Source: an optimization exercise on an open RTL-to-GDS flow (aim: small area). Production flows keep margins and buffers that such runs may drop.
In this exercise RTL edits were held to simulation tests only and were not proved equivalent to the original.
Power is estimated from default activity; no workload was simulated.

--- flow/run.sh ---
#!/bin/bash
# The standard layout with two changes:
# - the synthesis maps with an area-oriented ABC script (flow/abc_area.script);
#   everything else in it is the standard flow's own synthesis script (synth_recipe.tcl)
# - clock tree synthesis adds no dummy loads (inverters that drive nothing)
set -euo pipefail
HERE=$(pwd)
cat > "$HERE/area_synth.tcl" <<EOT
proc abc {args} {
  set i [lsearch -exact \$args -script]
  if {\$i >= 0} { set args [lreplace \$args [expr {\$i+1}] [expr {\$i+1}] $HERE/flow/abc_area.script] }
  yosys abc {*}\$args
}
source $HERE/synth_recipe.tcl
EOT
bash standard.sh SYNTH_SCRIPT="$HERE/area_synth.tcl" \
  CTS_ARGS="-sink_clustering_enable -repair_clock_nets -dont_use_dummy_load -sink_clustering_size 16 -sink_clustering_max_diameter 50 -buf_list sky130_fd_sc_hd__clkbuf_8" \
  finish > standard.log 2>&1
--- flow/abc_area.script ---
strash
dch -f
amap -m -F 3 -A 10
topo
stime -c
--- standard.sh ---
#!/bin/bash
# synth_recipe.tcl (not shown) runs the flow's synth.tcl, then flattens the netlist and writes it again
# the make line also repeats each setting of config.mk as NAME=value (left out here)
make -C /OpenROAD-flow-scripts/flow DESIGN_CONFIG=/design/flow/config.mk WORK_HOME=/design/flow/orfs CLKGATE_MAP_FILE= SYNTH_SCRIPT=/design/flow/synth_recipe.tcl "${@:-finish}"
--- config.mk ---
export PLATFORM = sky130hd
export DESIGN_NAME = top
export DESIGN_NICKNAME = top
export VERILOG_FILES = /design/flow/design.v
export SDC_FILE = /design/flow/constraint.sdc
export NUM_CORES = 4
export LEC_CHECK = 0
export ABC_AREA = 1
export CAP_MARGIN = 0
export CORE_MARGIN = 2
export CORE_UTILIZATION = 65
export SLEW_MARGIN = 0
--- constraint.sdc ---
create_clock -name core_clock -period 10.0 [get_ports {clk}]
set_input_delay 2.0000 -clock core_clock [delete_from_list [all_inputs] [get_ports {clk}]]
set_output_delay 2.0000 -clock core_clock [all_outputs]
set_load 0.01 [all_outputs]
--- design.v ---
module top(
	input						clk,
	input						rst_n,
	input 	[8-1:0]	pixel_in,
	input						valid_in,
	input	[2-1:0]color_in,
	input						last_col_in,
	input						last_pic_in,
	input	[3-1:0]	mode_in,
	output 	[8-1:0]	pixel_out,
	output						valid_out,
	output  [2-1:0]color_out,
	output						last_col_out,
	output						last_pic_out,
	output						finish_operation
);
	reg	[8-1:0]	pixel_in_reg;    
	reg						valid_in_reg;    
	reg	[2-1:0]color_in_reg;    
	reg						last_col_in_reg; 
	reg						last_pic_in_reg; 
	reg	[3-1:0]	mode_reg;       
	reg	[8-1:0]	pixel_out_reg,   n_pixel_out_reg;
	reg						valid_out_reg,   n_valid_out_reg;
	reg	[2-1:0]color_out_reg,   n_color_out_reg;
	reg						last_col_out_reg,n_last_col_out_reg;
	reg						last_pic_out_reg,n_last_pic_out_reg;
	reg						finish_reg, n_finish_reg;
	assign pixel_out   		= pixel_out_reg;
	assign valid_out   		= valid_out_reg;
	assign color_out   		= color_out_reg;
	assign last_col_out		= last_col_out_reg;
	assign last_pic_out		= last_pic_out_reg;
	assign finish_operation = finish_reg;
	localparam  r_mean_local = 8'b00010110;
	localparam  g_mean_local = 8'b00100110;
	localparam  b_mean_local = 8'b00010110;
	localparam 	k_r_local = 16'b0000000100111010;
	localparam 	k_g_local = 16'b0000000010110101;
	localparam 	k_b_local = 16'b0000000100111010;
	wire 	[8-1:0]	pixel_in_dem;
	wire 						valid_in_dem;
	wire 	[2-1:0]color_in_dem;
	wire 						last_col_in_dem;
	wire 						last_pic_in_dem;
	wire 	[8-1:0]	pixel_out_dem;
	wire 						valid_out_dem;
	wire 	[2-1:0]color_out_dem;
	wire 						last_col_out_dem;
	wire 						last_pic_out_dem;
	assign pixel_in_dem		= mode_reg == 3'd6 || mode_reg == 3'd0 ? pixel_in_reg : 8'd0;
	assign valid_in_dem		= mode_reg == 3'd6 || mode_reg == 3'd0 ? valid_in_reg : 1'b0;		
	assign color_in_dem		= mode_reg == 3'd6 || mode_reg == 3'd0 ? color_in_reg : 2'd3;		
	assign last_col_in_dem	= mode_reg == 3'd6 || mode_reg == 3'd0 ? last_col_in_reg : 1'b0;	
	assign last_pic_in_dem	= mode_reg == 3'd6 || mode_reg == 3'd0 ? last_pic_in_reg : 1'b0;	
	wire 	[8-1:0]	pixel_in_den;
	wire 						valid_in_den;
	wire 	[2-1:0]color_in_den;
	wire 						last_col_in_den;
	wire 						last_pic_in_den;
	wire 	[8-1:0]	pixel_out_den;
	wire 						valid_out_den;
	wire 	[2-1:0]color_out_den;
	wire 						last_col_out_den;
	wire 						last_pic_out_den;
	assign pixel_in_den		= mode_reg == 3'd1 ? pixel_in_reg : pixel_out_dem;
	assign valid_in_den		= mode_reg == 3'd1 ? valid_in_reg : valid_out_dem;		
	assign color_in_den		= mode_reg == 3'd1 ? color_in_reg : color_out_dem;
	assign last_col_in_den	= mode_reg == 3'd1 ? last_col_in_reg	: last_col_out_dem;
	assign last_pic_in_den	= mode_reg == 3'd1 ? last_pic_in_reg	: last_pic_out_dem;
	wire 	[8-1:0]	pixel_in_mean;
	wire 						valid_in_mean;
	wire 	[2-1:0]color_in_mean;
	wire 						last_pic_in_mean;
	wire 	[8-1:0]	r_mean_out_mean;
	wire 	[8-1:0]	g_mean_out_mean;
	wire 	[8-1:0]	b_mean_out_mean;
	wire 						valid_out_mean;
	wire 	[2-1:0]color_out_mean;
	wire 						last_pic_out_mean;
	wire 						finish_out_mean;
	assign pixel_in_mean	=  mode_reg == 3'd2 ? pixel_in_reg : pixel_out_den;
	assign valid_in_mean	=  mode_reg == 3'd2 ? valid_in_reg : valid_out_den;		
	assign color_in_mean	=  mode_reg == 3'd2 ? color_in_reg : color_out_den;
	assign last_pic_in_mean	=  mode_reg == 3'd2 ? last_pic_in_reg	: last_pic_out_den;
	wire 						valid_in_gain;
	wire 	[8-1:0]	r_mean_in_gain;
	wire 	[8-1:0]	g_mean_in_gain;
	wire 	[8-1:0]	b_mean_in_gain;
	wire 						valid_out_gain;
	wire 	[11:0]	k_r_out_gain;
	wire 	[11:0]	k_g_out_gain;
	wire 	[11:0]	k_b_out_gain;
	assign valid_in_gain 	= mode_reg == 3'd3 ? valid_in_reg : finish_out_mean;
	assign r_mean_in_gain	= mode_reg == 3'd3 ? r_mean_local : r_mean_out_mean;
	assign g_mean_in_gain	= mode_reg == 3'd3 ? g_mean_local : g_mean_out_mean;
	assign b_mean_in_gain	= mode_reg == 3'd3 ? b_mean_local : b_mean_out_mean;
	wire						valid_value_in_wb;
	wire 	[8-1:0]	pixel_in_wb;
	wire 	[2-1:0]color_in_wb;
	wire						valid_gain_in_wb;
	wire 						last_pic_in_wb;
	wire 	[16-1:0]	k_r_in_wb;
	wire 	[16-1:0]	k_g_in_wb;
	wire 	[16-1:0]	k_b_in_wb;
	wire						valid_value_out_wb;
	wire 	[8-1:0]	pixel_out_wb;
	wire 	[2-1:0]color_out_wb;
	wire 						last_pic_out_wb;
	assign valid_value_in_wb	= valid_in_reg;
	assign pixel_in_wb			= pixel_in_reg; 
	assign color_in_wb			= color_in_reg;
	assign last_pic_in_wb		= last_pic_in_reg;
	assign valid_gain_in_wb		= mode_reg == 3'd4 ? last_col_in : valid_out_gain;  
	assign k_r_in_wb			= mode_reg == 3'd4 ? k_r_local :  k_r_out_gain;
	assign k_g_in_wb			= mode_reg == 3'd4 ? k_g_local :  k_g_out_gain;
	assign k_b_in_wb			= mode_reg == 3'd4 ? k_b_local :  k_b_out_gain;
	wire 	[8-1:0]	pixel_in_gamma;
	wire 						valid_in_gamma;
	wire 	[2-1:0]color_in_gamma;
	wire 						last_pic_in_gamma;
	wire 	[8-1:0]	pixel_out_gamma;
	wire 						valid_out_gamma;
	wire 	[2-1:0]color_out_gamma;
	wire 						last_pic_out_gamma;
	assign pixel_in_gamma 		= mode_reg == 3'd5 ? pixel_in_reg : pixel_out_wb;
	assign valid_in_gamma		= mode_reg == 3'd5 ? valid_in_reg : valid_value_out_wb;
	assign color_in_gamma		= mode_reg == 3'd5 ? color_in_reg : color_out_wb;
	assign last_pic_in_gamma	= mode_reg == 3'd5 ? last_pic_out_reg : last_pic_out_wb;
	reg last_col_d;
	wire [8-1:0] pixel_in_d;
	wire last_pic_d;
	always@(posedge clk) begin
		pixel_in_reg <= pixel_in;
		last_col_in_reg <= last_col_in;
		last_col_d <= last_col_in_reg;
	end
demosaic demosaic(
	.clk(clk),
	.rst_n(rst_n),
	.valid(valid_in_dem),
	.data_in_r(pixel_in_d),
	.end_col_r(last_col_d),
	.end_pic_r(last_pic_d),
	.RGB_valid(valid_out_dem),
	.RGB_data(pixel_out_dem),
	.color(color_out_dem),
	.col_last(last_col_out_dem),
	.pic_last(last_pic_out_dem)
);
denoise denoise(
	.clk(clk),
	.rst_n(rst_n),
	.pixel_in(pixel_in_den),
	.valid_in(valid_in_den),
	.last_col_in(last_col_in_den),
	.last_pic_in(last_pic_in_den),
	.pixel_out(pixel_out_den),
	.valid_out(valid_out_den),
	.color_out(color_out_den),
	.last_col_out(last_col_out_den),
	.last_pic_out(last_pic_out_den)
);
Mean mean(
	.clk(clk), 
	.rst_n(rst_n),
	.valid_i(valid_in_mean),   
	.color_i(color_in_mean),
	.value_i(pixel_in_mean),
	.last_i(last_pic_in_mean),  
	.r_mean_o(r_mean_out_mean),
	.g_mean_o(g_mean_out_mean),
	.b_mean_o(b_mean_out_mean),
	.valid_o(valid_out_mean),	 
	.color_o(color_out_mean),	 
	.last_o(last_pic_out_mean),	 
	.finish_o(finish_out_mean)
);
Gain gain(
	.clk(clk),
	.rst_n(rst_n),
	.valid_i(valid_in_gain),
	.r_mean_i(r_mean_in_gain),
	.g_mean_i(g_mean_in_gain),
	.b_mean_i(b_mean_in_gain),
	.K_R_o(k_r_out_gain),
	.K_G_o(k_g_out_gain),
	.K_B_o(k_b_out_gain),
	.valid_gain_o(valid_out_gain)  
	);
WB wb(
	.clk(clk),
	.rst_n(rst_n),
	.valid_value_i(valid_value_in_wb),  
	.color_i(color_in_wb),
	.value_i(pixel_in_wb),
	.valid_gain_i(valid_gain_in_wb),
	.last_i(last_pic_in_wb),
	.K_R(k_r_in_wb[11:4]),
	.K_G(k_g_in_wb[11:4]),
	.K_B(k_b_in_wb[11:4]),
	.value_r(pixel_in_d),
	.last_tmp(last_pic_d),
	.value_o(pixel_out_wb),
	.valid_o(valid_value_out_wb),
	.color_o(color_out_wb),
	.last_o(last_pic_out_wb)
	);
gamma_122 gamma(
	.clk(clk),
	.rst_n(rst_n),
	.pixel_in(pixel_in_gamma),
	.valid_in(valid_in_gamma),
	.color_in(color_in_gamma),
	.last_pic_in(last_pic_in_gamma),
	.pixel_out(pixel_out_gamma),
	.valid_out(valid_out_gamma),
	.color_out(color_out_gamma),
	.last_pic_out(last_pic_out_gamma)
);
always@(*) begin
	n_pixel_out_reg = pixel_out_reg;
	n_valid_out_reg = valid_out_reg;
	n_color_out_reg = color_out_reg;
	n_last_col_out_reg = 1'b0;
	n_last_pic_out_reg = 1'b0;
	n_finish_reg = 1'b0; 
	case(mode_reg)
		3'd0:begin
			n_pixel_out_reg =    pixel_out_dem;
			n_valid_out_reg =    valid_out_dem;
			n_color_out_reg =    color_out_dem;
			n_last_col_out_reg = last_col_out_dem;
			n_last_pic_out_reg = last_pic_out_dem;
			n_finish_reg = color_out_dem == 2'd2 && last_col_out_dem; 
		end
		3'd1:begin
			n_pixel_out_reg =    pixel_out_den;
			n_valid_out_reg =    valid_out_den;
			n_color_out_reg =    color_out_den;
			n_last_col_out_reg = last_col_out_den;
			n_last_pic_out_reg = last_pic_out_den;
			n_finish_reg = color_out_den == 2'd2 && last_col_out_den; 
		end
		3'd2:begin
			n_pixel_out_reg =    color_out_mean == 2'd0 ? r_mean_out_mean :
								 color_out_mean == 2'd1 ? g_mean_out_mean :
								 b_mean_out_mean;
			n_valid_out_reg =    valid_out_mean;
			n_color_out_reg =    color_out_mean;
			n_last_pic_out_reg = last_pic_out_mean;
			n_finish_reg = finish_out_mean; 
		end
		3'd3:begin
			n_pixel_out_reg = 	 k_r_out_gain;
			n_valid_out_reg =    valid_out_gain;
			n_color_out_reg =    2'd0;
			n_last_pic_out_reg = 1'b0;
			n_finish_reg = valid_out_gain; 
		end
		3'd4:begin
			n_pixel_out_reg = 	 pixel_out_wb;
			n_valid_out_reg =    valid_value_out_wb;
			n_color_out_reg =    color_out_wb;
			n_last_pic_out_reg = last_pic_out_wb;
			n_finish_reg = color_out_wb == 2'd2 && last_pic_out_wb; 
		end
		3'd5: begin
			n_pixel_out_reg = 	 pixel_out_gamma;
			n_valid_out_reg = 	 valid_out_gamma;
			n_color_out_reg = 	 color_out_gamma;
			n_last_pic_out_reg = last_pic_out_gamma;
			n_finish_reg	= 	 color_out_gamma == 2'd2 && last_pic_out_gamma;
		end
		3'd6: begin
			n_pixel_out_reg = 	 pixel_out_den;   
			n_valid_out_reg =    valid_out_den;  
			n_color_out_reg =    color_out_den;  
			n_last_col_out_reg = last_col_out_den;
			n_last_pic_out_reg = last_pic_out_den;
			n_finish_reg = valid_out_gain; 
		end
		3'd7: begin
			n_pixel_out_reg =    pixel_out_gamma;
			n_valid_out_reg = 	 valid_out_gamma;
			n_color_out_reg = 	 color_out_gamma;
			n_last_pic_out_reg = last_pic_out_gamma;
			n_finish_reg	= 	 color_out_gamma == 2'd2 && last_pic_out_gamma;
		end
	endcase
end
always@(posedge clk or negedge rst_n) begin
	if(!rst_n) begin
		valid_in_reg    <= 0;
		color_in_reg    <= 2'd3;
		last_pic_in_reg <= 0;
		mode_reg		<= 3'd0;
		pixel_out_reg	<= 0 ;  
		valid_out_reg	<= 0;
		color_out_reg	<= 2'd3;   
		last_col_out_reg <= 0;
		last_pic_out_reg <= 0;
		finish_reg 		<=  0;
	end 
	else begin
		valid_in_reg 	<= valid_in;
		color_in_reg 	<= color_in;
		last_pic_in_reg <=  last_pic_in;
		mode_reg 		<= mode_in;
		pixel_out_reg 	<= n_pixel_out_reg;
		valid_out_reg 	<= n_valid_out_reg;
		color_out_reg 	<= n_color_out_reg;
		last_col_out_reg <= n_last_col_out_reg;
		last_pic_out_reg <= n_last_pic_out_reg;
		finish_reg 		<=  n_finish_reg;
	end
end
endmodule
module demosaic(
        clk,
        rst_n,
        valid,           
        data_in_r,       
        end_col_r,       
        end_pic_r,       
        RGB_valid,
        RGB_data,
        color,
        col_last,
        pic_last
        );
input           clk;
input           rst_n;
input           valid;
input   [7:0]   data_in_r;
input           end_col_r;
input           end_pic_r;
output          RGB_valid;
output  [7:0]   RGB_data;
output  [1:0]   color;
output          col_last;
output          pic_last;
localparam  P_INIT1 = 2'd0;
localparam  P_INIT2 = 2'd1;
localparam  P_NEW   = 2'd2;
localparam  P_PAT   = 2'd3;
localparam  L_IDLE  = 2'd0;
localparam  L_R     = 2'd1;
localparam  L_G     = 2'd2;
localparam  L_B     = 2'd3;
reg         valid_r;
reg [1:0]   phase_r;
reg         ctype_r;         
reg [2:0]   counter_r;
reg [1:0]   lstate_r;
reg [127:0] xs;              
reg [8:0]   s1_r, s2_r;      
reg [7:0]   r_n, g_n, b_n;
reg         cl_buf, pl_buf;
reg         RGB_valid_r;
reg [7:0]   RGB_data_r;
reg [1:0]   color_r;
reg         col_last_r;
reg         pic_last_r;
assign RGB_valid = RGB_valid_r;
assign RGB_data = RGB_data_r;
assign color = color_r;
assign col_last = col_last_r;
assign pic_last = pic_last_r;
wire [7:0]  x8   = xs[63:56];
wire [7:0]  x9   = xs[71:64];
wire [7:0]  x10  = xs[79:72];
wire [7:0]  x16  = xs[127:120];
wire [8:0]  s0   = data_in_r + x16;
wire [8:0]  ver  = x8 + x10;
wire [9:0]  ud   = s0 + s2_r;
wire [9:0]  hv   = s1_r + ver;
wire [7:0]  vX   = ud[9:2];
wire [7:0]  vY   = hv[9:2];
wire [7:0]  vH   = s1_r[8:1];
wire [7:0]  vV   = ver[8:1];
wire [7:0]  vC   = x9;
wire        odd  = counter_r[0];
reg  [7:0]  r_w, g_w, b_w;
always @(*) begin
    g_w = (ctype_r ^ odd) ? vC : vY;
    case ({ctype_r, odd})
        2'b00: begin r_w = vX; b_w = vC; end    
        2'b01: begin r_w = vH; b_w = vV; end    
        2'b10: begin r_w = vV; b_w = vH; end    
        default: begin r_w = vC; b_w = vX; end  
    endcase
end
wire        load = valid_r && (lstate_r == L_IDLE || lstate_r == L_B);
wire        pat  = (phase_r == P_PAT);
always @(posedge clk) begin
    if (valid_r) begin
        xs <= {xs[119:0], data_in_r};
        s1_r <= s0;
        s2_r <= s1_r;
    end
    r_n <= r_w;
    if (load) begin
        g_n <= g_w;
        b_n <= b_w;
        cl_buf <= end_col_r;
        pl_buf <= end_pic_r;
    end
end
always @(posedge clk or negedge rst_n) begin
    if (!rst_n) begin
        valid_r <= 1'b0;
        phase_r <= P_INIT1;
        ctype_r <= 1'b0;
        counter_r <= 3'd0;
        lstate_r <= L_IDLE;
        RGB_valid_r <= 1'b0;
        RGB_data_r <= 8'd0;
        color_r <= 2'd0;
        col_last_r <= 1'b0;
        pic_last_r <= 1'b0;
    end
    else begin
        valid_r <= valid;
        if (valid_r) begin
            case (phase_r)
                P_INIT1: begin
                    counter_r <= counter_r + 3'd1;
                    if (counter_r == 3'd7) phase_r <= P_INIT2;
                end
                P_INIT2: begin
                    counter_r <= counter_r + 3'd1;
                    if (counter_r == 3'd7) begin
                        phase_r <= P_NEW;
                        ctype_r <= 1'b0;
                    end
                end
                P_NEW: begin
                    counter_r <= counter_r + 3'd1;
                    if (counter_r[0]) phase_r <= P_PAT;
                end
                default: begin
                    if (end_col_r) begin
                        phase_r <= P_INIT1;
                        counter_r <= 3'd0;
                    end
                    else begin
                        counter_r <= counter_r + 3'd1;
                        if (counter_r == 3'd7) begin
                            phase_r <= P_NEW;
                            ctype_r <= ~ctype_r;
                        end
                    end
                end
            endcase
        end
        case (lstate_r)
            L_IDLE: begin
                RGB_valid_r <= 1'b0;
                col_last_r <= 1'b0;
                pic_last_r <= 1'b0;
                if (load && pat) lstate_r <= L_R;
            end
            L_R: begin
                lstate_r <= L_G;
                RGB_valid_r <= 1'b1;
                RGB_data_r <= r_n;
                color_r <= 2'd0;
                col_last_r <= cl_buf;
                pic_last_r <= pl_buf;
            end
            L_G: begin
                lstate_r <= L_B;
                RGB_valid_r <= 1'b1;
                RGB_data_r <= g_n;
                color_r <= 2'd1;
            end
            default: begin
                lstate_r <= (load && pat) ? L_R : L_IDLE;
                RGB_valid_r <= 1'b1;
                RGB_data_r <= b_n;
                color_r <= 2'd2;
            end
        endcase
    end
end
endmodule
module denoise(
	input			clk,
	input			rst_n,
	input 	[8-1:0]	pixel_in,
	input			valid_in,
	input			last_col_in,
	input			last_pic_in,
	output 	[8-1:0]	pixel_out,
	output			valid_out,
	output  [2-1:0]	color_out,
	output			last_col_out,
	output			last_pic_out
);
localparam INIT_12 	= 2'd0;
localparam INIT_2	= 2'd1;
localparam OUT 		= 2'd3;
localparam VOID		= 2'd3;
reg	[7:0]	pixel_in_reg;
reg			valid_in_reg;
reg			last_col_in_reg;
reg			last_pic_in_reg;
reg	[7:0]	pixel_out_reg;
reg			valid_out_reg;
reg	[1:0]	color_out_reg;
reg			last_col_out_reg;
reg			last_pic_out_reg;
assign pixel_out = pixel_out_reg;
assign valid_out = valid_out_reg;
assign color_out = color_out_reg;
assign last_col_out = last_col_out_reg;
assign last_pic_out = last_pic_out_reg;
reg [1:0]	state_0;
reg [2:0]	counter_0;
reg [1:0]	valid_count_0;
reg			init_12_last_flag;
reg			last_col_1, last_col_2;
reg			last_pic_1, last_pic_2;
reg [1:0]	oc_1, oc_2;			 
reg [11:0]	s9_1;				 
reg [7:0]	q_2;				 
reg [287:0]	line;				 
reg			full18, full36;		 
reg [9:0]	sum6_r, sum3_r, sum6_g, sum3_g, sum6_b, sum3_b;
wire		adv  = valid_in_reg && valid_count_0 == 2'd2;
wire		wrap = counter_0 == 3'd5;
wire [7:0]	pos8 = full18 ? line[143:136] : 8'd0;
wire [7:0]	pos7 = full36 ? line[287:280] : 8'd0;
wire [9:0]	h    = pos7 + pos8 + pixel_in_reg;
reg  [9:0]	s6, s3;
always @(*) begin
	case (valid_count_0)
		2'd0: begin s6 = sum6_r; s3 = sum3_r; end
		2'd1: begin s6 = sum6_g; s3 = sum3_g; end
		default: begin s6 = sum6_b; s3 = sum3_b; end
	endcase
end
wire [11:0]	sum9 = h + s3 + s6;
wire [7:0]	q_1  = s9_1 / 4'd9;
wire		upd = valid_in_reg && (state_0 == OUT || state_0 == INIT_2);
always @(posedge clk) begin
	if (valid_in_reg) line <= {line[279:0], pixel_in_reg};
end
always @(posedge clk or negedge rst_n) begin
	if(!rst_n) begin
		pixel_in_reg  <= 0;
		valid_in_reg  <= 0;
		last_col_in_reg   <= 0;
		last_pic_in_reg   <= 0;
		pixel_out_reg <= 0;
		valid_out_reg <= 0;
		color_out_reg <= 0;
		last_col_out_reg  <= 0;
		last_pic_out_reg  <= 0;
		state_0 <= INIT_12;
		counter_0 <= 0;
		valid_count_0 <= 0;
		init_12_last_flag <= 0;
		last_col_1 <= 0;
		last_col_2 <= 0;
		last_pic_1 <= 0;
		last_pic_2 <= 0;
		oc_1 <= VOID;
		oc_2 <= VOID;
		s9_1 <= 0;
		q_2 <= 0;
		full18 <= 0;
		full36 <= 0;
		sum6_r <= 0;
		sum3_r <= 0;
		sum6_g <= 0;
		sum3_g <= 0;
		sum6_b <= 0;
		sum3_b <= 0;
	end
	else begin
		pixel_in_reg  <= pixel_in;
		valid_in_reg  <= valid_in;
		last_col_in_reg   <= last_col_in;
		last_pic_in_reg   <= last_pic_in;
		init_12_last_flag <= state_0 == INIT_12 ? ((valid_count_0 == 2'd2 && wrap) ? 1'b1 : init_12_last_flag) : 1'b0;
		case (state_0)
			INIT_12: begin
				if (adv && wrap && init_12_last_flag) state_0 <= INIT_2;
				if (adv) counter_0 <= wrap ? 3'd0 : counter_0 + 3'd1;
			end
			INIT_2: begin
				if (adv && counter_0 == 3'd1) state_0 <= OUT;
				if (adv) counter_0 <= counter_0 + 3'd1;
			end
			default: begin
				if (adv && wrap) state_0 <= last_col_1 ? INIT_12 : INIT_2;
				if (adv) counter_0 <= wrap ? 3'd0 : counter_0 + 3'd1;
			end
		endcase
		if (valid_in_reg) begin
			valid_count_0 <= valid_count_0 == 2'd2 ? 2'd0 : valid_count_0 + 2'd1;
			if (valid_count_0 == 2'd2 && wrap) begin
				full18 <= 1'b1;
				if (full18) full36 <= 1'b1;
			end
		end
		if (upd) begin
			case (valid_count_0)
				2'd0: begin sum6_r <= h; sum3_r <= sum6_r; end
				2'd1: begin sum6_g <= h; sum3_g <= sum6_g; end
				default: begin sum6_b <= h; sum3_b <= sum6_b; end
			endcase
		end
		oc_1 <= (valid_in_reg && state_0 == OUT) ? valid_count_0 : VOID;
		s9_1 <= sum9;
		last_col_1 <= last_col_in_reg;
		last_pic_1 <= last_pic_in_reg;
		oc_2 <= oc_1;
		q_2 <= q_1;
		last_col_2 <= last_col_1;
		last_pic_2 <= last_pic_1;
		pixel_out_reg <= q_2;
		valid_out_reg <= oc_2 != VOID;
		color_out_reg <= oc_2;
		last_col_out_reg <= last_col_2;
		last_pic_out_reg <= last_pic_2;
	end
end
endmodule
module Mean(
	clk,
	rst_n,
	valid_i,
	color_i,
	value_i,
	last_i,
	r_mean_o,
	g_mean_o,
	b_mean_o,
	valid_o,
	color_o,
	last_o,
	finish_o
	);
	localparam RED = 2'd0;
	localparam GREEN = 2'd1;
	localparam BLUE = 2'd2;
	input clk, rst_n, valid_i, last_i;
	input [1:0] color_i;
	input [7:0] value_i;
	output valid_o, last_o;
	output reg finish_o;
	output [1:0] color_o;
	output [7:0] r_mean_o, g_mean_o, b_mean_o;
	reg valid_r, last_r;
	reg [1:0] color_r;
	reg [7:0] value_r, value_d;
	reg valid_tmp, last_tmp, finish_tmp;
	reg [1:0] color_tmp;
	reg [1:0] last_state_r;
	reg [27:0] acc_r, acc_g, acc_b;
	assign valid_o = valid_tmp;
	assign last_o = last_tmp;
	assign color_o = color_tmp;
	assign r_mean_o = acc_r[27:20];
	assign g_mean_o = acc_g[27:20];
	assign b_mean_o = acc_b[27:20];
	wire [7:0] add_r = (valid_tmp && color_tmp == RED)   ? value_d : 8'd0;
	wire [7:0] add_g = (valid_tmp && color_tmp == GREEN) ? value_d : 8'd0;
	wire [7:0] add_b = (valid_tmp && color_tmp == BLUE)  ? value_d : 8'd0;
	always @(posedge clk) begin
		value_r <= value_i;
		value_d <= value_r;
	end
	always @(posedge clk or negedge rst_n) begin
		if (~rst_n) begin
			valid_r <= 0;
			last_r <= 0;
			color_r <= 0;
			valid_tmp <= 0;
			last_tmp <= 0;
			color_tmp <= 0;
			finish_tmp <= 0;
			finish_o <= 0;
			last_state_r <= 0;
			acc_r <= 0;
			acc_g <= 0;
			acc_b <= 0;
		end
		else begin
			valid_r <= valid_i;
			last_r <= last_i;
			color_r <= color_i;
			valid_tmp <= valid_r;
			last_tmp <= last_r;
			color_tmp <= color_r;
			finish_o <= finish_tmp;
			finish_tmp <= last_state_r == 2'd3 ? 1'b1 :
			              last_state_r == 2'd0 ? 1'b0 : finish_o;
			case (last_state_r)
				2'd3: last_state_r <= 2'd0;
				default: if (last_i) last_state_r <= last_state_r + 2'd1;
			endcase
			acc_r <= acc_r + add_r;
			acc_g <= acc_g + add_g;
			acc_b <= acc_b + add_b;
		end
	end
endmodule
module gain_div(
	input             clk,
	input             rst_n,
	input             valid_r,
	input      [7:0]  mean_i,
	input      [7:0]  k_mean,      
	output     [11:0] k_prev,      
	output reg        finish
	);
	localparam IDLE = 2'd0;
	localparam FIND = 2'd1;
	localparam CALC = 2'd2;
	localparam DONE = 2'd3;
	reg [1:0]  state;
	reg [3:0]  counter;
	reg [2:0]  msb;
	reg [7:0]  dv;        
	reg [8:0]  rem;
	reg [12:0] k_tmp;
	wire       found = dv[msb];
	wire       ge    = rem >= {1'b0, dv};
	wire [7:0] rem_s = ge ? rem[7:0] - dv : rem[7:0];
	wire [2:0] sh    = 3'd7 - msb;
	wire       shifted = state == DONE || (state == CALC && counter != {1'b0, msb});
	assign k_prev = shifted ? k_tmp[12:1] : k_tmp[11:0];
	always @(posedge clk) begin
		case (state)
			IDLE: if (!valid_r) rem <= {1'b0, k_mean};
			DONE: rem <= {1'b0, k_mean};
			FIND: counter <= {1'b0, msb};
			CALC: begin
				counter <= counter + 4'd1;
				rem     <= {rem_s, 1'b0};
			end
			default: ;
		endcase
	end
	always @(posedge clk or negedge rst_n) begin
		if (~rst_n) begin
			state   <= IDLE;
			msb     <= 3'd7;
			finish  <= 0;
			dv      <= 0;
			k_tmp   <= 0;
		end
		else begin
			case (state)
				IDLE: begin
					if (valid_r) state <= FIND;
					else         dv <= mean_i;
				end
				FIND: begin
					if (found) begin
						state   <= CALC;
						dv      <= dv << sh;
					end
					else msb <= msb - 3'd1;
				end
				CALC: begin
					if (counter == 4'd15) begin
						state   <= DONE;
						dv      <= (dv >> 1) >> sh;
					end
					k_tmp <= {k_tmp[11:0], ge};
				end
				default: begin
					finish <= 1'b1;
					state  <= IDLE;
				end
			endcase
		end
	end
endmodule
module Gain(
	clk,
	rst_n,
	valid_i,
	r_mean_i,
	g_mean_i,
	b_mean_i,
	K_R_o,
	K_G_o,
	K_B_o,
	valid_gain_o
	);
	input clk, rst_n, valid_i;
	input [7:0] r_mean_i, g_mean_i, b_mean_i;
	output valid_gain_o;
	output [11:0] K_R_o, K_G_o, K_B_o;	 
	wire [9:0]  msum = r_mean_i + g_mean_i + b_mean_i;
	wire [7:0]  kmean = msum / 2'd3;
	reg valid_r;
	wire finish_R, finish_G, finish_B;
	assign valid_gain_o = finish_R & finish_G & finish_B;
	gain_div div_r(.clk(clk), .rst_n(rst_n), .valid_r(valid_r), .mean_i(r_mean_i),
		.k_mean(kmean), .k_prev(K_R_o), .finish(finish_R));
	gain_div div_g(.clk(clk), .rst_n(rst_n), .valid_r(valid_r), .mean_i(g_mean_i),
		.k_mean(kmean), .k_prev(K_G_o), .finish(finish_G));
	gain_div div_b(.clk(clk), .rst_n(rst_n), .valid_r(valid_r), .mean_i(b_mean_i),
		.k_mean(kmean), .k_prev(K_B_o), .finish(finish_B));
	always@(posedge clk or negedge rst_n) begin
		if(~rst_n) begin
			valid_r  	<= 0;
		end
		else begin
			valid_r  	<= valid_i;
		end
	end
endmodule
module WB(
	clk,
	rst_n,
	valid_value_i,
	color_i,
	value_i,
	valid_gain_i,
	last_i,
	K_R,
	K_G,
	K_B,
	value_r,
	last_tmp,
	value_o,
	valid_o,
	color_o,
	last_o
	);
	input clk, rst_n, valid_value_i, valid_gain_i, last_i;
	input [1:0] color_i;
	input [7:0] value_i;
	input [7:0] K_R, K_G, K_B;		 
	output reg [7:0] value_r;
	output reg last_tmp;
	output reg valid_o;
	output [1:0] color_o;
	output reg last_o;
	output reg [7:0] value_o;
	reg valid_tmp;
	reg [1:0] color_r, color_tmp;
	reg [7:0] k_sel;
	assign color_o = color_tmp;
	wire valid_w = valid_value_i & valid_gain_i;
	reg [7:0] k_w;
	always @(*) begin
		if (!valid_w) k_w = 8'd0;
		else case (color_i)
			2'd0: k_w = K_R;
			2'd1: k_w = K_G;
			2'd2: k_w = K_B;
			default: k_w = 8'd1;
		endcase
	end
	wire [15:0] value_tmp = k_sel * value_r;
	wire [7:0] value_tmp_2 = value_tmp[15:12] != 4'd0 ? 8'hff : value_tmp[11:4];
	always @(posedge clk) value_r <= value_i;
	always @(posedge clk or negedge rst_n) begin
		if(~rst_n) begin
			valid_tmp <= 1'd0;
			color_r 	<= 2'd0;
			color_tmp 	<= 2'd0;
			k_sel 	<= 8'd0;
			last_o 	<= 0;
			last_tmp<= 0;
			valid_o <= 0;
			value_o	<= 0;
		end
		else begin
			valid_tmp <= valid_w;
			color_r 	<= color_i;
			color_tmp 	<= color_r;
			k_sel 	<= k_w;
			last_tmp <= last_i;
			last_o 	<= last_tmp;
			valid_o <= valid_tmp;
			value_o <= value_tmp_2;
		end
	end
endmodule
module gamma_122(
	input			clk,
	input			rst_n,
	input 	[8-1:0]	pixel_in,
	input			valid_in,
	input	[2-1:0]	color_in,
	input			last_pic_in,
	output 	[8-1:0]	pixel_out,
	output			valid_out,
	output  [2-1:0]	color_out,
	output			last_pic_out
);
reg	[8-1:0]	pixel_in_reg;
reg						valid_in_reg;
reg	[2-1:0]				color_in_reg;
reg						last_pic_in_reg;
reg	[8-1:0]	pixel_out_reg, n_pixel_out_reg;
reg						valid_out_reg, n_valid_out_reg;
reg	[2-1:0]				color_out_reg, n_color_out_reg;
reg						last_pic_out_reg, n_last_pic_out_reg;
assign pixel_out = pixel_out_reg;
assign valid_out = valid_out_reg;
assign color_out = color_out_reg;
assign last_pic_out = last_pic_out_reg;
always@(*) begin
	n_valid_out_reg = valid_in_reg;
	n_color_out_reg = color_in_reg;
	n_last_pic_out_reg = last_pic_in_reg;
end
always@(*) begin
	case(pixel_in_reg)
		8'd0:    n_pixel_out_reg = 8'd0;
		8'd1:    n_pixel_out_reg = 8'd20;
		8'd2:    n_pixel_out_reg = 8'd28;
		8'd3:    n_pixel_out_reg = 8'd33;
		8'd4:    n_pixel_out_reg = 8'd38;
		8'd5:    n_pixel_out_reg = 8'd42;
		8'd6:    n_pixel_out_reg = 8'd46;
		8'd7:    n_pixel_out_reg = 8'd49;
		8'd8:    n_pixel_out_reg = 8'd52;
		8'd9:    n_pixel_out_reg = 8'd55;
		8'd10:   n_pixel_out_reg = 8'd58;
		8'd11:   n_pixel_out_reg = 8'd61;
		8'd12:   n_pixel_out_reg = 8'd63;
		8'd13:   n_pixel_out_reg = 8'd65;
		8'd14:   n_pixel_out_reg = 8'd68;
		8'd15:   n_pixel_out_reg = 8'd70;
		8'd16:   n_pixel_out_reg = 8'd72;
		8'd17:   n_pixel_out_reg = 8'd74;
		8'd18:   n_pixel_out_reg = 8'd76;
		8'd19:   n_pixel_out_reg = 8'd78;
		8'd20:   n_pixel_out_reg = 8'd80;
		8'd21:   n_pixel_out_reg = 8'd81;
		8'd22:   n_pixel_out_reg = 8'd83;
		8'd23:   n_pixel_out_reg = 8'd85;
		8'd24:   n_pixel_out_reg = 8'd87;
		8'd25:   n_pixel_out_reg = 8'd88;
		8'd26:   n_pixel_out_reg = 8'd90;
		8'd27:   n_pixel_out_reg = 8'd91;
		8'd28:   n_pixel_out_reg = 8'd93;
		8'd29:   n_pixel_out_reg = 8'd94;
		8'd30:   n_pixel_out_reg = 8'd96;
		8'd31:   n_pixel_out_reg = 8'd97;
		8'd32:   n_pixel_out_reg = 8'd99;
		8'd33:   n_pixel_out_reg = 8'd100;
		8'd34:   n_pixel_out_reg = 8'd102;
		8'd35:   n_pixel_out_reg = 8'd103;
		8'd36:   n_pixel_out_reg = 8'd104;
		8'd37:   n_pixel_out_reg = 8'd106;
		8'd38:   n_pixel_out_reg = 8'd107;
		8'd39:   n_pixel_out_reg = 8'd108;
		8'd40:   n_pixel_out_reg = 8'd109;
		8'd41:   n_pixel_out_reg = 8'd111;
		8'd42:   n_pixel_out_reg = 8'd112;
		8'd43:   n_pixel_out_reg = 8'd113;
		8'd44:   n_pixel_out_reg = 8'd114;
		8'd45:   n_pixel_out_reg = 8'd115;
		8'd46:   n_pixel_out_reg = 8'd117;
		8'd47:   n_pixel_out_reg = 8'd118;
		8'd48:   n_pixel_out_reg = 8'd119;
		8'd49:   n_pixel_out_reg = 8'd120;
		8'd50:   n_pixel_out_reg = 8'd121;
		8'd51:   n_pixel_out_reg = 8'd122;
		8'd52:   n_pixel_out_reg = 8'd123;
		8'd53:   n_pixel_out_reg = 8'd124;
		8'd54:   n_pixel_out_reg = 8'd125;
		8'd55:   n_pixel_out_reg = 8'd126;
		8'd56:   n_pixel_out_reg = 8'd128;
		8'd57:   n_pixel_out_reg = 8'd129;
		8'd58:   n_pixel_out_reg = 8'd130;
		8'd59:   n_pixel_out_reg = 8'd131;
		8'd60:   n_pixel_out_reg = 8'd132;
		8'd61:   n_pixel_out_reg = 8'd133;
		8'd62:   n_pixel_out_reg = 8'd134;
		8'd63:   n_pixel_out_reg = 8'd135;
		8'd64:   n_pixel_out_reg = 8'd136;
		8'd65:   n_pixel_out_reg = 8'd136;
		8'd66:   n_pixel_out_reg = 8'd137;
		8'd67:   n_pixel_out_reg = 8'd138;
		8'd68:   n_pixel_out_reg = 8'd139;
		8'd69:   n_pixel_out_reg = 8'd140;
		8'd70:   n_pixel_out_reg = 8'd141;
		8'd71:   n_pixel_out_reg = 8'd142;
		8'd72:   n_pixel_out_reg = 8'd143;
		8'd73:   n_pixel_out_reg = 8'd144;
		8'd74:   n_pixel_out_reg = 8'd145;
		8'd75:   n_pixel_out_reg = 8'd146;
		8'd76:   n_pixel_out_reg = 8'd147;
		8'd77:   n_pixel_out_reg = 8'd147;
		8'd78:   n_pixel_out_reg = 8'd148;
		8'd79:   n_pixel_out_reg = 8'd149;
		8'd80:   n_pixel_out_reg = 8'd150;
		8'd81:   n_pixel_out_reg = 8'd151;
		8'd82:   n_pixel_out_reg = 8'd152;
		8'd83:   n_pixel_out_reg = 8'd153;
		8'd84:   n_pixel_out_reg = 8'd153;
		8'd85:   n_pixel_out_reg = 8'd154;
		8'd86:   n_pixel_out_reg = 8'd155;
		8'd87:   n_pixel_out_reg = 8'd156;
		8'd88:   n_pixel_out_reg = 8'd157;
		8'd89:   n_pixel_out_reg = 8'd158;
		8'd90:   n_pixel_out_reg = 8'd158;
		8'd91:   n_pixel_out_reg = 8'd159;
		8'd92:   n_pixel_out_reg = 8'd160;
		8'd93:   n_pixel_out_reg = 8'd161;
		8'd94:   n_pixel_out_reg = 8'd162;
		8'd95:   n_pixel_out_reg = 8'd162;
		8'd96:   n_pixel_out_reg = 8'd163;
		8'd97:   n_pixel_out_reg = 8'd164;
		8'd98:   n_pixel_out_reg = 8'd165;
		8'd99:   n_pixel_out_reg = 8'd165;
		8'd100:      n_pixel_out_reg = 8'd166;
		8'd101:      n_pixel_out_reg = 8'd167;
		8'd102:      n_pixel_out_reg = 8'd168;
		8'd103:      n_pixel_out_reg = 8'd168;
		8'd104:      n_pixel_out_reg = 8'd169;
		8'd105:      n_pixel_out_reg = 8'd170;
		8'd106:      n_pixel_out_reg = 8'd171;
		8'd107:      n_pixel_out_reg = 8'd171;
		8'd108:      n_pixel_out_reg = 8'd172;
		8'd109:      n_pixel_out_reg = 8'd173;
		8'd110:      n_pixel_out_reg = 8'd174;
		8'd111:      n_pixel_out_reg = 8'd174;
		8'd112:      n_pixel_out_reg = 8'd175;
		8'd113:      n_pixel_out_reg = 8'd176;
		8'd114:      n_pixel_out_reg = 8'd176;
		8'd115:      n_pixel_out_reg = 8'd177;
		8'd116:      n_pixel_out_reg = 8'd178;
		8'd117:      n_pixel_out_reg = 8'd178;
		8'd118:      n_pixel_out_reg = 8'd179;
		8'd119:      n_pixel_out_reg = 8'd180;
		8'd120:      n_pixel_out_reg = 8'd181;
		8'd121:      n_pixel_out_reg = 8'd181;
		8'd122:      n_pixel_out_reg = 8'd182;
		8'd123:      n_pixel_out_reg = 8'd183;
		8'd124:      n_pixel_out_reg = 8'd183;
		8'd125:      n_pixel_out_reg = 8'd184;
		8'd126:      n_pixel_out_reg = 8'd185;
		8'd127:      n_pixel_out_reg = 8'd185;
		8'd128:      n_pixel_out_reg = 8'd186;
		8'd129:      n_pixel_out_reg = 8'd187;
		8'd130:      n_pixel_out_reg = 8'd187;
		8'd131:      n_pixel_out_reg = 8'd188;
		8'd132:      n_pixel_out_reg = 8'd189;
		8'd133:      n_pixel_out_reg = 8'd189;
		8'd134:      n_pixel_out_reg = 8'd190;
		8'd135:      n_pixel_out_reg = 8'd190;
		8'd136:      n_pixel_out_reg = 8'd191;
		8'd137:      n_pixel_out_reg = 8'd192;
		8'd138:      n_pixel_out_reg = 8'd192;
		8'd139:      n_pixel_out_reg = 8'd193;
		8'd140:      n_pixel_out_reg = 8'd194;
		8'd141:      n_pixel_out_reg = 8'd194;
		8'd142:      n_pixel_out_reg = 8'd195;
		8'd143:      n_pixel_out_reg = 8'd196;
		8'd144:      n_pixel_out_reg = 8'd196;
		8'd145:      n_pixel_out_reg = 8'd197;
		8'd146:      n_pixel_out_reg = 8'd197;
		8'd147:      n_pixel_out_reg = 8'd198;
		8'd148:      n_pixel_out_reg = 8'd199;
		8'd149:      n_pixel_out_reg = 8'd199;
		8'd150:      n_pixel_out_reg = 8'd200;
		8'd151:      n_pixel_out_reg = 8'd200;
		8'd152:      n_pixel_out_reg = 8'd201;
		8'd153:      n_pixel_out_reg = 8'd202;
		8'd154:      n_pixel_out_reg = 8'd202;
		8'd155:      n_pixel_out_reg = 8'd203;
		8'd156:      n_pixel_out_reg = 8'd203;
		8'd157:      n_pixel_out_reg = 8'd204;
		8'd158:      n_pixel_out_reg = 8'd205;
		8'd159:      n_pixel_out_reg = 8'd205;
		8'd160:      n_pixel_out_reg = 8'd206;
		8'd161:      n_pixel_out_reg = 8'd206;
		8'd162:      n_pixel_out_reg = 8'd207;
		8'd163:      n_pixel_out_reg = 8'd208;
		8'd164:      n_pixel_out_reg = 8'd208;
		8'd165:      n_pixel_out_reg = 8'd209;
		8'd166:      n_pixel_out_reg = 8'd209;
		8'd167:      n_pixel_out_reg = 8'd210;
		8'd168:      n_pixel_out_reg = 8'd210;
		8'd169:      n_pixel_out_reg = 8'd211;
		8'd170:      n_pixel_out_reg = 8'd212;
		8'd171:      n_pixel_out_reg = 8'd212;
		8'd172:      n_pixel_out_reg = 8'd213;
		8'd173:      n_pixel_out_reg = 8'd213;
		8'd174:      n_pixel_out_reg = 8'd214;
		8'd175:      n_pixel_out_reg = 8'd214;
		8'd176:      n_pixel_out_reg = 8'd215;
		8'd177:      n_pixel_out_reg = 8'd216;
		8'd178:      n_pixel_out_reg = 8'd216;
		8'd179:      n_pixel_out_reg = 8'd217;
		8'd180:      n_pixel_out_reg = 8'd217;
		8'd181:      n_pixel_out_reg = 8'd218;
		8'd182:      n_pixel_out_reg = 8'd218;
		8'd183:      n_pixel_out_reg = 8'd219;
		8'd184:      n_pixel_out_reg = 8'd219;
		8'd185:      n_pixel_out_reg = 8'd220;
		8'd186:      n_pixel_out_reg = 8'd220;
		8'd187:      n_pixel_out_reg = 8'd221;
		8'd188:      n_pixel_out_reg = 8'd222;
		8'd189:      n_pixel_out_reg = 8'd222;
		8'd190:      n_pixel_out_reg = 8'd223;
		8'd191:      n_pixel_out_reg = 8'd223;
		8'd192:      n_pixel_out_reg = 8'd224;
		8'd193:      n_pixel_out_reg = 8'd224;
		8'd194:      n_pixel_out_reg = 8'd225;
		8'd195:      n_pixel_out_reg = 8'd225;
		8'd196:      n_pixel_out_reg = 8'd226;
		8'd197:      n_pixel_out_reg = 8'd226;
		8'd198:      n_pixel_out_reg = 8'd227;
		8'd199:      n_pixel_out_reg = 8'd227;
		8'd200:      n_pixel_out_reg = 8'd228;
		8'd201:      n_pixel_out_reg = 8'd228;
		8'd202:      n_pixel_out_reg = 8'd229;
		8'd203:      n_pixel_out_reg = 8'd229;
		8'd204:      n_pixel_out_reg = 8'd230;
		8'd205:      n_pixel_out_reg = 8'd230;
		8'd206:      n_pixel_out_reg = 8'd231;
		8'd207:      n_pixel_out_reg = 8'd231;
		8'd208:      n_pixel_out_reg = 8'd232;
		8'd209:      n_pixel_out_reg = 8'd232;
		8'd210:      n_pixel_out_reg = 8'd233;
		8'd211:      n_pixel_out_reg = 8'd233;
		8'd212:      n_pixel_out_reg = 8'd234;
		8'd213:      n_pixel_out_reg = 8'd234;
		8'd214:      n_pixel_out_reg = 8'd235;
		8'd215:      n_pixel_out_reg = 8'd235;
		8'd216:      n_pixel_out_reg = 8'd236;
		8'd217:      n_pixel_out_reg = 8'd236;
		8'd218:      n_pixel_out_reg = 8'd237;
		8'd219:      n_pixel_out_reg = 8'd237;
		8'd220:      n_pixel_out_reg = 8'd238;
		8'd221:      n_pixel_out_reg = 8'd238;
		8'd222:      n_pixel_out_reg = 8'd239;
		8'd223:      n_pixel_out_reg = 8'd239;
		8'd224:      n_pixel_out_reg = 8'd240;
		8'd225:      n_pixel_out_reg = 8'd240;
		8'd226:      n_pixel_out_reg = 8'd241;
		8'd227:      n_pixel_out_reg = 8'd241;
		8'd228:      n_pixel_out_reg = 8'd242;
		8'd229:      n_pixel_out_reg = 8'd242;
		8'd230:      n_pixel_out_reg = 8'd243;
		8'd231:      n_pixel_out_reg = 8'd243;
		8'd232:      n_pixel_out_reg = 8'd244;
		8'd233:      n_pixel_out_reg = 8'd244;
		8'd234:      n_pixel_out_reg = 8'd245;
		8'd235:      n_pixel_out_reg = 8'd245;
		8'd236:      n_pixel_out_reg = 8'd246;
		8'd237:      n_pixel_out_reg = 8'd246;
		8'd238:      n_pixel_out_reg = 8'd247;
		8'd239:      n_pixel_out_reg = 8'd247;
		8'd240:      n_pixel_out_reg = 8'd248;
		8'd241:      n_pixel_out_reg = 8'd248;
		8'd242:      n_pixel_out_reg = 8'd249;
		8'd243:      n_pixel_out_reg = 8'd249;
		8'd244:      n_pixel_out_reg = 8'd249;
		8'd245:      n_pixel_out_reg = 8'd250;
		8'd246:      n_pixel_out_reg = 8'd250;
		8'd247:      n_pixel_out_reg = 8'd251;
		8'd248:      n_pixel_out_reg = 8'd251;
		8'd249:      n_pixel_out_reg = 8'd252;
		8'd250:      n_pixel_out_reg = 8'd252;
		8'd251:      n_pixel_out_reg = 8'd253;
		8'd252:      n_pixel_out_reg = 8'd253;
		8'd253:      n_pixel_out_reg = 8'd254;
		8'd254:      n_pixel_out_reg = 8'd254;
		8'd255:      n_pixel_out_reg = 8'd255;
		default:     n_pixel_out_reg = 8'd0;
	endcase
end
always@(posedge clk or negedge rst_n)
	if(!rst_n) begin
		pixel_in_reg <= 0;
		valid_in_reg <= 0;
		color_in_reg <= 0;
		last_pic_in_reg <= 0;
		pixel_out_reg <= 0;
		valid_out_reg <= 0;
		color_out_reg <= 0;
		last_pic_out_reg <= 0;
	end
	else begin
		pixel_in_reg <= pixel_in;
		valid_in_reg <= valid_in;
		color_in_reg <= color_in;
		last_pic_in_reg <= last_pic_in;
		pixel_out_reg <= n_pixel_out_reg;
		valid_out_reg <= n_valid_out_reg;
		color_out_reg <= n_color_out_reg;
		last_pic_out_reg <= n_last_pic_out_reg;
	end
endmodule
==> impl_metrics.csv, run 1 <==
group,metric,value,unit
detailed_routing,drtAntennaViolNets,0,
pwr,power,14.1,mW
sta,skew,0.0987,ns
sta,setup_viol,0,
critical_path,setup.worst_path.start_class,"flop",
critical_path,r2r_slack,0.87,ns
grt,grt_pass1_wl,157000,µm
min_path,whs_path_depth,0,
detailed_routing,routed_wl,98800,µm
cts,cts_tree,"yes",
cts,path_clk_slew,0.09,ns
grt,grt_max_degree,220,
sta,fmax,110,MHz
critical_path,crit_start,"denoise.s9_1[9]",
critical_path,rr_worst_depth,49,
min_path,min-delay-start,"mean.value_r[5]",
grt,antenna_found_initial,2,
synth,yosysWarnings,8,
layout,fillers,4360,
detailed_routing,drc,0,
critical_path,crit_fanout,7,
floorplanning,die_h,257,µm
layout,largest_register_ffs,288,
layout,regMostFlops,"denoise.line",
synth,synth.distinct_cells,52,
flow_run,drv_cap,0,
synth,synth_cells,3629,
placement,hpwl,70900,µm
synth,seq_area_frac_synth,61.1,%
synth,synth_edf_count,491,
floorplanning,dieArea,0.0660,mm²
synth,ys_ff_latch,924,
layout,fin_util,70.4,%
floorplanning,die_x,257,µm
synth,ys.flop_type,"edfxtp_1",
layout,reg_top3,"denoise.line: 288 flops, demosaic.xs: 128 flops",
synth,synthArstFlopShare,42.3,%
cts,cts_htree_levels,3,
synth,netlist_area,0.0416,mm²
synth,yosys.area_share.simple,9.03,%
layout,nets,4065,
floorplanning,initial_core_util,65.8,%
pwr,ir_drop,0.202,mV
critical_path,path_class,"flop to flop",
placement,gp_congestion,0.987,
synth,synth-compound-area-share,16.7,%
critical_path,cpPeakStageDelay,0.40,ns
layout,final_layout_size_suffix_gt1_share,3.81,%
critical_path,cp.arrival,9.65,ns
grt,gr-total-overflow,0,
synth,syn-num-nets,3915,
sta,drv_slew,0,
floorplanning,core_area,0.0632,mm²
detailed_routing,via_count,29364,
cts,hold_buffers,0,
sta,min_period,9.13,ns
floorplanning,io_pins,32,
critical_path,r2r_end,"denoise.q_2[0]",
detailed_routing,viasPerCell,6.35,
critical_path,crit_path_top_delay_cell,"dfrtp_1",
cts,cts_made_buffers,87,
pwr,p_per_area,316,mW/mm²
grt,grtUsageTotal,30.3,%
layout,layout_common_cells,"nor2_1, edfxtp_1, clkinv_1",
sta,slew_headroom,15.6,%
cts,worstSkewPairLatency,0.71,ns
sta,finalHoldViolCount,0,
layout,area_growth,6.92,%
synth,synth_top_family_by_area,"compound AO/OA/AOI/OAI gates",
min_path,hold_end,"mean.value_d[5]",
cts,cts_sinks,924,
detailed_routing,first_pass_iters,8,
synth,synthAdderAreaFrac,8.97,%
pwr,leakage,17.1,nW
detailed_routing,drtIter0Drc,3268,
sta,fin_crit_sh,91.3,%
critical_path,cp_common_cell,"nor2_1",
outcome,status,"complete, no violations",
synth,syn_area_per_cell,11.5,µm²
sta,max_slew.worst_pin.slew,1.27,ns
synth,synthXorXnorAreaFrac,0.0632,%
cts,root_buffer,"clkbuf_8",
floorplanning,rows,92,
synth,synthMuxAreaShare,0,%
critical_path,r2r-start,"denoise.s9_1[9]",
placement,numPortBuffers,31,
layout,diodes,0,
grt,grt_pass1_vias,28822,
min_path,min_path_type,"flop to flop",
cts,clockBufferDepth,3,
detailed_routing,wl_per_cell,21.4,µm
critical_path,critPathCaptureType,"flop",
layout,final_common_cell,"nor2_1",
critical_path,required,10.51,ns
-- per-stage QoR --
| step | setup TNS, ns | area [µm²] | std cells | hold WS (ns) | worst slack (ns) |
|---|---|---|---|---|---|
| floorplan | 0 | 41600 | 3629 | 0.310 | 0.620 |
| global placement | 0 | 43200 | 4533 | 0.316 | 1.09 |
| detailed placement | 0 | 43200 | 4533 | 0.313 | 0.584 |
| CTS | 0 | 44400 | 4620 | 0.269 | 0.530 |
| global route | -0.122 | 44500 | 4623 | 0.260 | -0.0432 |
| finish | 0 | 44500 | 4623 | 0.273 | 0.868 |
-- synthesized netlist by cell type, types with 4 or more instances --
library cell    n  area [µm²]
o22a_1        106         928
a21oi_1       314        1570
fa_1           50        1000
o2111ai_1       5        43.8
dfrtp_1       374        9360
o211ai_1        4        30.0
o32a_1          8        80.1
a221oi_1       28         245
a222oi_1       40         400
o22ai_1       205        1280
a32oi_1        12         105
or2_0          20         125
a22o_1         11        96.3
o21a_1         18         135
nand2b_1        4        25.0
nand3_1        34         170
dfxtp_1        42         841
o32ai_1        13         114
and3_1          4        25.0
nor4_1         10        62.6
a2111oi_0       6        52.6
nor3_1         45         225
nor2b_1        23         144
a211oi_1       13        97.6
o31ai_1         6        45.0
a22oi_1        28         210
dfstp_2        17         447
a31oi_1        16         100
and2_0          5        31.3
a32o_1          4        40.0
o21ai_0       138         691
clkinv_1      461        1730
nor2_1        563        2110
o221ai_1       30         263
o221a_1         5        56.3
nand4_1         8        50.1
a21o_1         15         113
o21bai_1       21         158
nand2_1       191         717
ha_1          218        2730
edfxtp_1      491       14700
-- worst max-delay path: cells and delay by family (launching register included) --
| kind | cells | cell delay, ns |
|---|---|---|
| compound gates | 19 | 4.07 |
| simple gates | 21 | 3.02 |
| buf+inv | 8 | 1.16 |
| flops | 1 | 0.40 |
| xor+xnor | 1 | 0.30 |
-- where the power goes --
group | total [mW] | switching [mW] | internal, mW
registers | 6.41 | 0.822 | 5.59
clock network | 1.92 | 1.14 | 0.773
logic | 5.74 | 3.77 | 1.97
-- how the worst max path moves through the flow --
stage	slack (ns)	depth (start not counted)	end
floorplan	0.62	47	gain.div_r.rem[0]
global placement	1.09	48	gain.div_b.rem[0]
detailed placement	0.58	48	gain.div_r.rem[0]
CTS	0.53	48	gain.div_b.rem[0]
global route	-0.04	53	gain.div_g.rem[0]
finish	0.87	49	denoise.q_2[0]
-- metal layers --
layer	routed length, µm	up-vias	part of all wire (%)	track usage, %
met5	15	-	0.015	0
met4	3160	2	3.2	10.4
met3	8150	230	8.2	5.40
met2	44400	1263	45	46.8
met1	43100	14319	44	43.9
li1	-	13550	-	-
-- repair_timing --
item | CTS | global route
hold endpoints to repair | 0 | 0
setup buffers | 0 | 3
gates resized for setup | 0 | 6
setup endpoints to repair | 0 | 8
-- kinds of logic (layout without fill, tap and decap cells) --
family / after synthesis / in the layout
AO/OA/AOI/OAI: 1057 / 1057
flip-flops: 924 / 924
AND/OR/NAND/NOR: 916 / 916
buffers and inverters: 461 / 609
adder cells (fa/ha/maj): 268 / 268
XOR/XNOR: 3 / 3
-- final cells by class --
class                   count  area (µm²)  share of cell area (%)
well taps                 846        1060                    2.38
inverters                 461        1730                    3.89
clock buffers              87        1200                    2.69
flip-flops and latches    924       25400                    57.1
repair buffers             61         566                    1.27
multi-input cells        2244       14500                    32.6
==> run 2, diff against run 1 <==
--- a/config.mk
+++ b/config.mk
@@ -6,7 +6,7 @@
 export NUM_CORES = 4
 export LEC_CHECK = 0
 export ABC_AREA = 1
-export CAP_MARGIN = 0
+export CAP_MARGIN = 20
 export CORE_MARGIN = 2
-export CORE_UTILIZATION = 65
-export SLEW_MARGIN = 0
+export CORE_UTILIZATION = 75
+export SLEW_MARGIN = 20
==> impl_metrics.csv, run 2 <==
group,metric,value,unit
outcome,status,"complete, no violations",
detailed_routing,drtAntennaViolNets,0,
synth,yosysMostFrequentCell,"nor2_1",
layout,instances_no_fill,4523,
layout,regMostFlops,"denoise.line",
critical_path,crit_path_top_delay_cell,"dfrtp_1",
sta,holdWs,0.339,ns
detailed_routing,viasPerCell,6.79,
critical_path,cp.arrival,9.84,ns
grt,gr-total-overflow,0,
sta,slew_headroom,27.1,%
sta,drv_slew,0,
floorplanning,die_x,239,µm
sta,finalHoldViolCount,0,
synth,syn_area_per_cell,11.5,µm²
pwr,ir_drop,0.284,mV
layout,area_growth,6.56,%
cts,hold_buffers,0,
critical_path,setup.worst_path.start_class,"flop",
synth,synth_edf_count,491,
sta,fin_crit_sh,93.0,%
layout,final_common_cell,"nor2_1",
floorplanning,dieArea,0.0573,mm²
cts,clockBufferDepth,3,
grt,grt_pass1_wl,164000,µm
layout,reg_top3,"denoise.line: 288 flops, demosaic.xs: 128 flops",
synth,synth.distinct_cells,52,
synth,netlist_area,0.0416,mm²
synth,synth_cells,3629,
detailed_routing,wl_per_cell,23.2,µm
detailed_routing,via_count,30723,
synth,ys_top_cells_by_count,"nor2_1, edfxtp_1, clkinv_1, dfrtp_1, a21oi_1",
cts,cts_tree,"yes",
cts,path_clk_slew,0.10,ns
synth,seq_area_frac_synth,61.1,%
critical_path,critPathCaptureType,"flop",
critical_path,cp_top_family,"compound AO/OA/AOI/OAI gates",
sta,fmax,108,MHz
floorplanning,rows,86,
grt,grt_pass1_vias,30071,
critical_path,crit_fanout,7,
synth,synthArstFlopShare,42.3,%
critical_path,cp_common_cell,"nor2_1",
layout,nets,4062,
placement,numPortBuffers,31,
layout,largest_register_ffs,288,
cts,cts_htree_levels,3,
critical_path,path_class,"flop to flop",
floorplanning,core_area,0.0550,mm²
pwr,p_per_area,320,mW/mm²
floorplanning,initial_core_util,75.6,%
critical_path,critical_path_buf_inv_count,8,
grt,grtUsageTotal,37.2,%
synth,yosys-top-cells-area,"edfxtp_1, dfrtp_1, ha_1, nor2_1, clkinv_1",
sta,tns,0,ns
cts,root_buffer,"clkbuf_8",
detailed_routing,routed_wl,105000,µm
cts,cts_sinks,924,
critical_path,cpPeakStageDelay,0.41,ns
sta,min_period,9.30,ns
synth,ys.flop_type,"edfxtp_1",
floorplanning,die_h,239,µm
placement,gp_congestion,0.960,
layout,multiInputGateArea,0.0145,mm²
sta,max_slew.worst_pin.slew,1.07,ns
synth,syn-num-nets,3915,
synth,ys_ff_latch,924,
placement,dp_cells,4437,
grt,grt_max_degree,146,
detailed_routing,drtIter0Drc,4734,
floorplanning,io_pins,32,
flow_run,drv_cap,0,
layout,final_layout_size_suffix_gt1_share,3.82,%
critical_path,required,10.54,ns
detailed_routing,first_pass_iters,9,
layout,layout_common_cells,"nor2_1, edfxtp_1, clkinv_1",
grt,antenna_found_initial,3,
cts,cts_made_buffers,82,
layout,fillers,3027,
placement,hpwl,74800,µm
cts,worstSkewPairLatency,0.71,ns
synth,yosysTopAreaCellShare,35.5,%
layout,area.sequential,0.0254,mm²
synth,yosysTopAreaCell,"edfxtp_1",
sta,skew,0.0956,ns
pwr,leakage,17.1,nW
sta,setup_viol,0,
detailed_routing,drc,0,
min_path,min_path_type,"flop to flop",
synth,yosysWarnings,8,
## run 2: cell counts after synthesis
No cell type changed its count.
## run 2: stage by stage
| step | area (µm²) | util, % | setup slack (ns) | power, mW |
|---|---|---|---|---|
| 2_1_floorplan | 41600 | - | 0.620 | 10.2 |
| 3_3_place_gp | 43100 | 78.4 | 0.839 | 11.6 |
| 3_5_place_dp | 43100 | 78.4 | 0.295 | 12.1 |
| 4_1_cts | 44200 | 80.4 | 0.141 | 13.9 |
| 5_1_grt | 44300 | 80.6 | -0.0382 | 14.9 |
| 6_report | 44300 | 80.6 | 0.701 | 14.2 |
## run 2: final cells by class
type | instances | share of cell area, %
Timing Repair Buffer | 63 | 1.33
Clock buffer | 82 | 2.55
Inverter | 461 | 3.90
Antenna cell | 1 | 0.00565
Tap cell | 748 | 2.11
Sequential cell | 924 | 57.3
Multi-Input combinational cell | 2244 | 32.8
## run 2: final timing paths
check	startpoint	slack (ns)	end	cells past startpoint
min reg2reg	mean.value_r[6]	0.34	mean.value_d[6]	0
max reg2reg	denoise.s9_1[10]	0.70	denoise.q_2[0]	49
min	mean.value_r[6]	0.34	mean.value_d[6]	0
max in group asynchronous	rst_n	6.54	gain.div_b.k_tmp[2]	3
min in group asynchronous	rst_n	1.31	mean.acc_g[11]	1
max	denoise.s9_1[10]	0.70	denoise.q_2[0]	49
## run 2: power by group
part	switching, mW	internal, mW	leakage, nW
logic	3.88	1.98	6.48
clock network	1.15	0.731	0.590
registers	0.843	5.59	9.99
## run 2: cells by family (layout without fill, tap and decap cells)
family / after synthesis / after routing / share of synthesized area, %
fa+ha+maj: 268 / 268 / 8.97
simple gates: 916 / 916 / 9.03
xor+xnor: 3 / 3 / 0.0632
compound gates: 1057 / 1057 / 16.7
other cells: 0 / 1 / 0
flops: 924 / 924 / 61.1
buf+inv: 461 / 606 / 4.16
## run 2: what timing repair did
action,CTS,global route
buffers inserted,0,3
endpoints found under the setup margin,0,8
resized for setup,0,10
## run 2: per-layer routing
metal	vias to the layer above	part of all wire [%]	track usage (%)
met5	-	0.016	0
met3	473	10	7.72
met2	1994	46	59.1
met4	2	5.4	17.0
met1	14721	38	50.2
li1	13533	-	-

-- port drivers added, routing unchanged --
In the flow no input, the clock included, has a driving cell. The finished layouts below were timed again as built, in two steps. Step 1 sets driving cells, clkbuf_16 on the clock port and buf_2 on the other inputs (assumed; they add their load-dependent delay and slew). Step 2 moves the port delays by t, midway between the first and last clock arrival at a register: inputs arrive t later, outputs are due t later. That takes back most of the time a late clock gives input paths. Slacks: ideal / step 1 / step 2; pairs: ideal / step 1.
run	t, ns	setup slack, ns	slew at the worst register clock pin (ns)	pins driven straight from the clock port
run 1	0.725	0.868 / 0.868 / 0.868	0.10 / 0.10	1
run 2	0.731	0.701 / 0.701 / 0.701	0.10 / 0.10	1
After both steps every run listed still meets setup and hold.
